Background: an optimization exercise with open tools, aiming at small area. Do not read the settings as production practice. Only simulation tests tie the RTL to the original design; equivalence was not proved. Power figures rest on the tool's default switching activity, not on a simulated workload.

== yarrow ==
## ASP
module ASP #(parameter data_size = 32, parameter tag_size = 8, parameter mem_depth = 256) (
    input clk,
    input reset,
    input data_parity_ready_in,
    input[(data_size):0] data_parity_in,
    input network_data_ready_in,
    input network_ACK_in,
    input[(data_size+tag_size-1):0] network_data_tag_in,
    output parity_error_out,
    output host_data_ready_out,
    output[(data_size-1):0] host_data_out,
    output network_data_ready_out,
    output network_ACK_out,
    output[(data_size+tag_size-1):0] network_data_tag_out
);
Settings: LEC_CHECK=0, CAP_MARGIN=20, CORE_MARGIN=2, CORE_UTILIZATION=70, SLEW_MARGIN=20; clock period 5.0 ns.
standard.sh (not shown) runs the stock make flow with config.mk's settings and CLKGATE_MAP_FILE= SYNTH_SCRIPT=/design/flow/synth_recipe.tcl, a recipe that flattens the netlist after the stock synthesis.
==> flow/flow/run.sh <==
#!/bin/bash
# The standard layout, with three changes:
#  - the combinational logic of the standard synthesis is mapped again by ABC for area
#    (flip-flops untouched: same cells, same names);
#  - the port buffers are inserted as the smallest buffer cell;
#  - the clock tree uses small clustered buffers and no dummy loads.
set -euo pipefail
export BUFFER_PORTS_ARGS="-buffer_cell sky130_fd_sc_hd__buf_1"
export CTS_ARGS="-sink_clustering_enable -repair_clock_nets -dont_use_dummy_load -buf_list sky130_fd_sc_hd__clkbuf_8 -sink_clustering_size 20 -sink_clustering_max_diameter 45"
R=orfs/results/$FLOW_PLATFORM/ASP/base
LIB=$FLOW_HOME/platforms/$FLOW_PLATFORM/lib/sky130_fd_sc_hd__tt_025C_1v80.lib

bash standard.sh synth > standard_synth.log 2>&1

python3 flow/comblib.py $LIB comb.lib > comblib.log 2>&1
DU=$(sed -n '/DONT_USE_CELLS/,/^#/p' $FLOW_HOME/platforms/$FLOW_PLATFORM/config.mk | grep -o 'sky130_fd_sc_hd__[A-Za-z0-9_]*' | sed 's/^/-dont_use /' | tr '\n' ' ')
cp $R/1_2_yosys.v standard_1_2_yosys.v
cat > resynth.ys <<EOY
read_liberty -ignore_miss_func comb.lib
read_liberty -lib -nooverwrite $LIB
read_verilog standard_1_2_yosys.v
hierarchy -top $FLOW_TOP
flatten
rename -hide w:*.*
opt_clean
abc -liberty $LIB $DU -script flow/area.script
read_liberty -lib -overwrite $LIB
hierarchy -top $FLOW_TOP
splitnets
opt_clean -purge
hilomap -singleton -hicell sky130_fd_sc_hd__conb_1 HI -locell sky130_fd_sc_hd__conb_1 LO
insbuf -buf sky130_fd_sc_hd__buf_4 A X
check -assert -mapped
stat -liberty $LIB
write_verilog -noattr -nohex -nodec resynth.v
EOY
yosys -s resynth.ys > resynth.log 2>&1
cp resynth.v $R/1_2_yosys.v

bash standard.sh > standard.log 2>&1
Other scripts of this flow, unchanged in this note and not shown: flow/flow/area.script, flow/flow/comblib.py
For xenon, these inputs were changed with respect to yarrow:
--- a/flow/flow/run.sh
+++ b/flow/flow/run.sh
@@ -8,3 +8,3 @@
 export BUFFER_PORTS_ARGS="-buffer_cell sky130_fd_sc_hd__buf_1"
-export CTS_ARGS="-sink_clustering_enable -repair_clock_nets -dont_use_dummy_load -buf_list sky130_fd_sc_hd__clkbuf_8 -sink_clustering_size 20 -sink_clustering_max_diameter 45"
+export CTS_ARGS="-sink_clustering_enable -repair_clock_nets -dont_use_dummy_load -buf_list sky130_fd_sc_hd__clkbuf_4 -sink_clustering_size 12 -sink_clustering_max_diameter 40"
 R=orfs/results/$FLOW_PLATFORM/ASP/base
--- a/flow/config.mk
+++ b/flow/config.mk
@@ -9,3 +9,3 @@
 export CORE_MARGIN = 2
-export CORE_UTILIZATION = 70
+export CORE_UTILIZATION = 40
 export SLEW_MARGIN = 20
==> comparison <==
After synthesis and placement, the instance count of xenon is above that of yarrow.
As of xenon, first-pass GRT wire length had risen by a little under 10% compared to yarrow.
The achievable clock frequency of yarrow and that of xenon are within noise of each other.
What ember does differently from xenon at the input level:
--- a/flow/flow/run.sh
+++ b/flow/flow/run.sh
@@ -8,3 +8,3 @@
 export BUFFER_PORTS_ARGS="-buffer_cell sky130_fd_sc_hd__buf_1"
-export CTS_ARGS="-sink_clustering_enable -repair_clock_nets -dont_use_dummy_load -buf_list sky130_fd_sc_hd__clkbuf_4 -sink_clustering_size 12 -sink_clustering_max_diameter 40"
+export CTS_ARGS="-sink_clustering_enable -repair_clock_nets -dont_use_dummy_load -buf_list sky130_fd_sc_hd__clkbuf_16 -sink_clustering_size 45 -sink_clustering_max_diameter 60"
 R=orfs/results/$FLOW_PLATFORM/ASP/base
--- a/flow/config.mk
+++ b/flow/config.mk
@@ -9,3 +9,3 @@
 export CORE_MARGIN = 2
-export CORE_UTILIZATION = 40
+export CORE_UTILIZATION = 70
 export SLEW_MARGIN = 20
==> comparison <==
- Between xenon and ember, the combinational group power figures differ only marginally.
- Taking xenon as the reference, in ember aggregate routed wire length has decreased; total global routing track utilization has increased; combinational cell fraction of total power has decreased; non-clock inverter instance count of the final layout has remained practically unchanged.
- Relative to xenon, the number of nets in the layout measured on ember has decreased slightly.
## Diff of input files: cedar against ember
--- a/flow/flow/run.sh
+++ b/flow/flow/run.sh
@@ -8,3 +8,3 @@
 export BUFFER_PORTS_ARGS="-buffer_cell sky130_fd_sc_hd__buf_1"
-export CTS_ARGS="-sink_clustering_enable -repair_clock_nets -dont_use_dummy_load -buf_list sky130_fd_sc_hd__clkbuf_16 -sink_clustering_size 45 -sink_clustering_max_diameter 60"
+export CTS_ARGS="-sink_clustering_enable -repair_clock_nets -dont_use_dummy_load -buf_list sky130_fd_sc_hd__clkbuf_4 -sink_clustering_size 12 -sink_clustering_max_diameter 40"
 R=orfs/results/$FLOW_PLATFORM/ASP/base
--- a/flow/config.mk
+++ b/flow/config.mk
@@ -9,3 +9,3 @@
 export CORE_MARGIN = 2
-export CORE_UTILIZATION = 70
+export CORE_UTILIZATION = 75
 export SLEW_MARGIN = 20
--- outcome ---
For the first-pass iteration count of the detailed router, cedar came in 1 higher than ember did.
Compared with ember, in cedar count of placed standard cells including taps dropped 0.39%; net switching fraction of the power climbed 1.3 points.
Cell count: cedar higher than ember
Higher number of buffers added by the clock tree synthesis step goes to cedar over ember.
Going from ember to cedar, met2 wire length grew by a few percent.

---

Another version of the RTL of ASP (not shown whole).
Size: ~390 cells after synthesis, about 200 flip-flops, about 150 I/O pins, roughly 5600 µm² of cells after synthesis.
==> flow/design.v (excerpt) <==
module ASP #(parameter data_size = 32, parameter tag_size = 8, parameter mem_depth = 256) (
    input clk,
    input reset,
    input data_parity_ready_in,
    input[(data_size):0] data_parity_in,
    input network_data_ready_in,
    input network_ACK_in,
    input[(data_size+tag_size-1):0] network_data_tag_in,
    output parity_error_out,
    output host_data_ready_out,
    output[(data_size-1):0] host_data_out,
    output network_data_ready_out,
    output network_ACK_out,
    output[(data_size+tag_size-1):0] network_data_tag_out
);
    function [7:0] tag;
        input [31:0] d;
        reg [7:0] b0, b1, b2, b3;
        begin
            b0 = ~d[7:0];
            b1 = d[15:8];
            b2 = ~d[23:16];
            b3 = ~d[31:24];
            tag = {b0[2:0], b0[7:3]} ^ {b1[2:0], b1[7:3]} ^ {b2[5:0], b2[7:6]} ^ {b3[0], b3[7:1]};
        end
    endfunction
    wire e_in = ^data_parity_in;
    wire m_in = (network_data_tag_in[7:0] == tag(network_data_tag_in[39:8]));
    wire a_in = network_data_ready_in & ~network_ACK_in & m_in;
    wire t_in = ~network_data_ready_in & data_parity_ready_in & ~e_in;
    reg [31:0] h1, n1, x2, x3, y2, y3;
    reg e1, e2, e3, a1, a2, a3, t1, t2, t3;
    reg xn1;   
    always @(posedge clk) begin
        h1 <= data_parity_in[32:1];
        n1 <= network_data_tag_in[39:8];
        xn1 <= a_in & ~e_in;
        x2 <= ({32{e1}} & h1) | ({32{xn1}} & n1);
        y2 <= ({32{a1}} & n1) | ({32{t1}} & h1);
        x3 <= x2;
        y3 <= y2;
  ...
Settings: LEC_CHECK=0, CAP_MARGIN=20, CORE_MARGIN=2, CORE_UTILIZATION=70, GPL_TIMING_DRIVEN=0, SLEW_MARGIN=20; clock period 5.0 ns.
==> flow/flow/run.sh <==
#!/bin/bash
set -euo pipefail
export BUFFER_PORTS_ARGS="-buffer_cell sky130_fd_sc_hd__buf_1"
export REMOVE_ABC_BUFFERS=1
export CTS_ARGS="-sink_clustering_enable -repair_clock_nets -dont_use_dummy_load -buf_list sky130_fd_sc_hd__clkbuf_4 -sink_clustering_size 12 -sink_clustering_max_diameter 40"
bash standard.sh > standard.log 2>&1
Next try:
==> flow/flow/run.sh (replaced) <==
#!/bin/bash
set -euo pipefail
export BUFFER_PORTS_ARGS="-buffer_cell sky130_fd_sc_hd__buf_1"
export CTS_ARGS="-sink_clustering_enable -repair_clock_nets -dont_use_dummy_load -buf_list sky130_fd_sc_hd__clkbuf_4 -sink_clustering_size 12 -sink_clustering_max_diameter 50"
bash standard.sh > standard.log 2>&1
Settings changed: GPL_TIMING_DRIVEN 0 to unset.
Sequential cell count does not change.
Cell count went up by 0.62%.
Core utilization went up by 0.32 points.
Power stays flat.
Clock skew went down by 11 ps.
Cell area went up by 0.39%.
Setup slack improves by 23 ps.
Register-to-register slack degrades by 380 ps.
Sequential power stays flat.
Die area is unchanged.

---

The RTL this note starts from:
==> flow/design.v <==
module ASP #(parameter data_size = 32, parameter tag_size = 8, parameter mem_depth = 256) (
    input clk,
    input reset,
    input data_parity_ready_in,
    input[(data_size):0] data_parity_in,
    input network_data_ready_in,
    input network_ACK_in,
    input[(data_size+tag_size-1):0] network_data_tag_in,
    output parity_error_out,
    output host_data_ready_out,
    output[(data_size-1):0] host_data_out,
    output network_data_ready_out,
    output network_ACK_out,
    output[(data_size+tag_size-1):0] network_data_tag_out
);
    function [7:0] tag;
        input [31:0] d;
        reg [7:0] b0, b1, b2, b3;
        begin
            b0 = ~d[7:0];
            b1 = d[15:8];
            b2 = ~d[23:16];
            b3 = ~d[31:24];
            tag = {b0[2:0], b0[7:3]} ^ {b1[2:0], b1[7:3]} ^ {b2[5:0], b2[7:6]} ^ {b3[0], b3[7:1]};
        end
    endfunction
    wire [31:0] h = data_parity_in[32:1];
    wire [31:0] n = network_data_tag_in[39:8];
    wire e_in = ^data_parity_in;
    wire m_in = (tag(n) == network_data_tag_in[7:0]);
    wire a_in = network_data_ready_in & ~network_ACK_in & m_in;
    wire t_in = ~network_data_ready_in & data_parity_ready_in & ~e_in;
    reg [31:0] x1, x2, x3, y1, y2, y3;
    reg e1, e2, e3, a1, a2, a3, t1, t2, t3;
    always @(posedge clk) begin
        x1 <= e_in ? h : n;
        y1 <= network_data_ready_in ? n : h;
        x2 <= x1;
        y2 <= y1;
        x3 <= x2;
        y3 <= y2;
        if (reset) begin
            {e1, a1, t1} <= 3'b000;
            {e2, a2, t2} <= 3'b000;
            {e3, a3, t3} <= 3'b000;
        end else begin
            {e1, a1, t1} <= {e_in, a_in, t_in};
            {e2, a2, t2} <= {e1, a1, t1};
            {e3, a3, t3} <= {e2, a2, t2};
        end
    end
    assign parity_error_out       = ~reset & e3;
    assign host_data_ready_out    = ~reset & (e3 | a3);
    assign network_data_ready_out = ~reset & (t3 | a3);
    assign network_ACK_out        = ~reset & a3;
    assign host_data_out          = x3;
    assign network_data_tag_out   = {y3, tag(y3)};
endmodule
Settings: LEC_CHECK=0, CAP_MARGIN=20, CORE_MARGIN=2, CORE_UTILIZATION=60, SLEW_MARGIN=20; clock period 5.0 ns.
==> flow/flow/run.sh <==
#!/bin/bash
set -euo pipefail
export BUFFER_PORTS_ARGS="-buffer_cell sky130_fd_sc_hd__buf_1"
export CTS_ARGS="-sink_clustering_enable -repair_clock_nets -dont_use_dummy_load -buf_list sky130_fd_sc_hd__clkbuf_4 -sink_clustering_size 12 -sink_clustering_max_diameter 40"
bash standard.sh > standard.log 2>&1
The first run finished clean.
Change:
==> flow/flow/run.sh (replaced) <==
#!/bin/bash
set -euo pipefail
export BUFFER_PORTS_ARGS="-buffer_cell sky130_fd_sc_hd__buf_1"
bash standard.sh > standard.log 2>&1
- CORE_UTILIZATION: 60 -> 40
Wire length is higher by about 16%.
Worst setup slack is worse by 0.11 ns.
Clock skew came out lower by 0.026 ns.
Synthesized area stays the same.
Design area rises by about 9%.
Combinational power is about the same.
Global-route usage goes down by 4.2 points.
Power rose by about 23%.
Utilization falls by 19 points.
Count of clock-buffer cells in the layout came out higher by 9.
Change:
==> flow/flow/run.sh (replaced) <==
#!/bin/bash
set -euo pipefail
export BUFFER_PORTS_ARGS="-buffer_cell sky130_fd_sc_hd__buf_1"
export CTS_ARGS="-sink_clustering_enable -repair_clock_nets -dont_use_dummy_load "
bash standard.sh > standard.log 2>&1
- CORE_UTILIZATION: 40 -> 60
Effect:
- critical path depth is unchanged
- register-to-register slack is about the same
- worst hold slack degrades by 0.030 ns
- wire length shrinks by roughly a tenth
- via count shrinks by a few percent
- first-iteration DRC count shrinks by well over a third
- global-route usage grows by 4.4 points
- clock skew grows by 0.038 ns
- final area shrinks by a few percent
Change:
==> flow/flow/run.sh (replaced) <==
#!/bin/bash
set -euo pipefail
export BUFFER_PORTS_ARGS="-buffer_cell sky130_fd_sc_hd__buf_1"
bash standard.sh > standard.log 2>&1
- ABC_AREA: unset -> 1
- CORE_UTILIZATION: 60 -> 40
- CTS_BUF_LIST: unset -> sky130_fd_sc_hd__clkbuf_4
What happened: Via count goes up by 53%; wire length rises by 54%; area after synthesis went up by 15%; sequential cell count is unchanged; critical path depth came out lower by 4; die area went up by 69%; design area goes up by 15%; global-route usage is lower by 1.0 points; core utilization is lower by 25 points; setup slack gains 0.32 ns.

what the ideal ports hide:
Ports are ideal in the flow. The routed layouts listed here were re-timed in OpenROAD. Step 1 assumes that a clkbuf_16 drives the clock port and a buf_2 every other input. Step 2 times the ports against the registers' clock, not the clock port: input delays grow and output delays shrink by t, the midpoint of the rising clock arrivals with the driver on. Three values: no drivers, after step 1, after step 2; two values: the first two.
| run | shift t [ns] | slack for setup (ns) | worst register clock-pin slew, ns |
|---|---|---|---|
| yarrow | 0.487 | 2.192 / 2.170 / 2.086 | 0.11 / 0.11 |
| xenon | 0.609 | 2.195 / 2.173 / 2.012 | 0.12 / 0.12 |
| ember | 0.481 | 2.186 / 2.164 / 2.064 | 0.12 / 0.12 |
| cedar | 0.573 | 2.177 / 2.152 / 1.965 | 0.12 / 0.12 |
| the first run of note 2 | 0.573 | 2.083 / 2.059 / 2.059 | 0.12 / 0.12 |
| the second run of note 2 | 0.566 | 2.106 / 2.075 / 2.075 | 0.12 / 0.12 |
| the first run of note 3 | 0.556 | 2.057 / 2.035 / 1.520 | 0.11 / 0.11 |
| the second run of note 3 | 0.504 | 1.949 / 1.965 / 1.461 | 0.06 / 0.06 |
| the third run of note 3 | 0.520 | 2.024 / 2.024 / 1.503 | 0.06 / 0.06 |
| the fourth run of note 3 | 0.639 | 2.344 / 2.318 / 1.839 | 0.07 / 0.07 |
After both steps every run listed still meets setup and hold. The setup slack of the first run of note 3, which loses most, moves by -0.022 ns with the drivers and by -0.537 ns with both steps.
